Background: an optimization exercise with open tools, aiming at small area, a short achievable clock period and few clock cycles per item. Do not read the settings as production practice.
Power and IR drop assume default switching activity.

==> build 27 <==
==> flow/design.v (excerpt) <==
module verilog_multiplier(clk, rst, ready, op1, op2, res, done);
==> flow/config.mk <==
export PLATFORM = sky130hd
export DESIGN_NAME = verilog_multiplier
export DESIGN_NICKNAME = verilog_multiplier
export VERILOG_FILES = /design/flow/design.v
export SDC_FILE = /design/flow/constraint.sdc
export NUM_CORES = 4
export LEC_CHECK = 0
export CAP_MARGIN = 20
export CORE_MARGIN = 2
export CORE_UTILIZATION = 40
export SETUP_SLACK_MARGIN = 1.5
export SLEW_MARGIN = 20
==> flow/constraint.sdc <==
create_clock -name core_clock -period 8.0 [get_ports {clk}]
set_input_delay 1.6000 -clock core_clock [delete_from_list [all_inputs] [get_ports {clk}]]
set_output_delay 1.6000 -clock core_clock [all_outputs]
set_load 0.01 [all_outputs]
run.sh (not shown) runs the stock make flow with config.mk's settings and CLKGATE_MAP_FILE= SYNTH_SCRIPT=/design/flow/synth_recipe.tcl, a recipe that flattens the netlist after the stock synthesis.
==> inputs of trial 89, as changes to build 27 <==
==> flow/flow/run.sh (new file) <==
#!/bin/bash
# Own flow: the standard layout, except that synthesis runs Yosys's fine
# stage without its early "abc -fast", so that extract_fa finds the design's
# full adders as written (no inverter between adders). The standard synthesis
# runs first; its register names are given to the own netlist's registers,
# and the standard netlist is used as it is if the registers do not match.
set -uo pipefail
W=$(pwd)
R=$W/orfs/results/$FLOW_PLATFORM/verilog_multiplier/base
bash standard.sh synth > log_standard_synth.txt 2>&1 || exit 1
cp "$R/1_2_yosys.v" "$W/ref_1_2_yosys.v"
sed '1s/.*/proc synth {args} { if {[lsearch -glob $args "fine:*"] >= 0} { yosys synth -nofsm -noshare -noabc {*}$args } else { yosys synth -nofsm -noshare {*}$args } }/' synth_recipe.tcl > own_synth.tcl
sed "s|SYNTH_SCRIPT=[^ ]*|SYNTH_SCRIPT=$W/own_synth.tcl|" standard.sh > own_standard.sh
if bash own_standard.sh do-yosys > log_own_synth.txt 2>&1 \
   && python3 flow/rename.py "$W/ref_1_2_yosys.v" "$R/1_2_yosys.v" "$W/own_1_2_yosys.v" > log_rename.txt 2>&1; then
  cp "$W/own_1_2_yosys.v" "$R/1_2_yosys.v"
  echo "own synthesis used" >> log_rename.txt
else
  cp "$W/ref_1_2_yosys.v" "$R/1_2_yosys.v"
  echo "standard synthesis used" >> log_rename.txt
fi
rm -f "$R/1_synth.odb" "$R/1_synth.sdc"
bash standard.sh > log_standard_finish.txt 2>&1
==> flow/flow/rename.py (new file) <==
#!/usr/bin/env python3
# rename.py REF OWN OUT: give OWN's flip-flops the instance names that the
# standard synthesis (REF) gave the same registers. Registers are matched by
# their name without Yosys's "$_<cell>_" suffix. Exits 1 if the registers
# (count, names or cell types, drive strength aside) do not correspond.
import re, sys

pat = re.compile(r'^(\s*)(sky130_fd_sc_hd__(\w+?)_(\d+))\s+(\\\S+|\w+)\s*\(', re.M)

def flops(text):
    out = {}
    for m in pat.finditer(text):
        typ = m.group(3)
        if not (typ.startswith("df") or typ.startswith("edf") or typ.startswith("sdf") or typ.startswith("dl")):
            continue
        name = m.group(5)
        key = re.sub(r'\$_[A-Z0-9_]+_$', '', name.rstrip())
        if key in out:
            sys.exit("duplicate key %s" % key)
        out[key] = (typ, name)
    return out

ref = open(sys.argv[1]).read()
own = open(sys.argv[2]).read()
fr, fo = flops(ref), flops(own)
if set(fr) != set(fo):
    sys.exit("register sets differ: %s" % sorted(set(fr) ^ set(fo))[:10])
for k in fr:
    if fr[k][0] != fo[k][0]:
        sys.exit("cell type differs for %s: %s %s" % (k, fr[k][0], fo[k][0]))
ren = {fo[k][1]: fr[k][1] for k in fr if fo[k][1] != fr[k][1]}
def sub(m):
    name = m.group(5)
    if name in ren:
        return "%s%s %s (" % (m.group(1), m.group(2), ren[name] if ren[name].startswith("\\") is False else ren[name] + " ")
    return m.group(0)
new = pat.sub(sub, own)
# no instance name may clash after renaming
names = [m.group(5).rstrip() for m in pat.finditer(new)]
if len(names) != len(set(names)):
    sys.exit("name clash after renaming")
open(sys.argv[3], "w").write(new)
print("renamed %d of %d registers" % (len(ren), len(fr)))
==> flow/standard.sh (new file) <==
#!/bin/bash
# synth_recipe.tcl (not shown) runs the flow's synth.tcl, then flattens the netlist and writes it again
# the make line also repeats each setting of config.mk as NAME=value (left out here)
make -C /OpenROAD-flow-scripts/flow DESIGN_CONFIG=/design/flow/config.mk WORK_HOME=/design/flow/orfs CLKGATE_MAP_FILE= SYNTH_SCRIPT=/design/flow/synth_recipe.tcl "${@:-finish}"
removed: flow/run.sh
==> summary of the runs <==
- Against trial 89, the first-iteration DRC count of build 27 is higher by 14%.
- Synthesized cell count: build 27 is larger than trial 89 (about 20%).
- In trial 89 the combinational power is smaller than in build 27, by 2.9%.
- Between trial 89 and build 27, the lower power is in trial 89 (gap about 2.2%, measured against build 27).
- In sequential power, trial 89 and build 27 hardly differ.
- In build 27 the synthesized area is larger than in trial 89, by 4.8%.
- Utilization: build 27 is higher than trial 89 (0.29 points).
- In build 27 the sequential share of layout area is lower than in trial 89, by 0.47 points.
- Wire length: build 27 is higher than trial 89 (about 7%).
Function was not checked in any run of this note: the RTL went through the layout flow alone.

==> separate check: timing with driven ports <==
The flow's constraints put no driver on any port. The routed layouts listed below were extracted and timed again, unchanged, in two steps.
Step 1 sets driving cells, clkbuf_16 on the clock port and buf_2 on the other inputs (assumed; they add their load-dependent delay and slew).
Step 2 also shifts input and output timing later by t, the mid clock arrival at the registers, as if the neighbouring blocks saw the same clock.
Slacks: ideal ports / drivers / drivers and shift; pairs: ideal ports / drivers.
run	t, ns	setup slack, ns	worst slew at a driven data input, ns
build 27	0.418	1.523 / 1.474 / 1.211	0.07
trial 89	0.425	1.658 / 1.634 / 1.263	0.05
After both steps every run listed still meets setup and hold. The setup slack of trial 89, which loses most, moves by -0.024 ns with the drivers and by -0.395 ns with both steps.
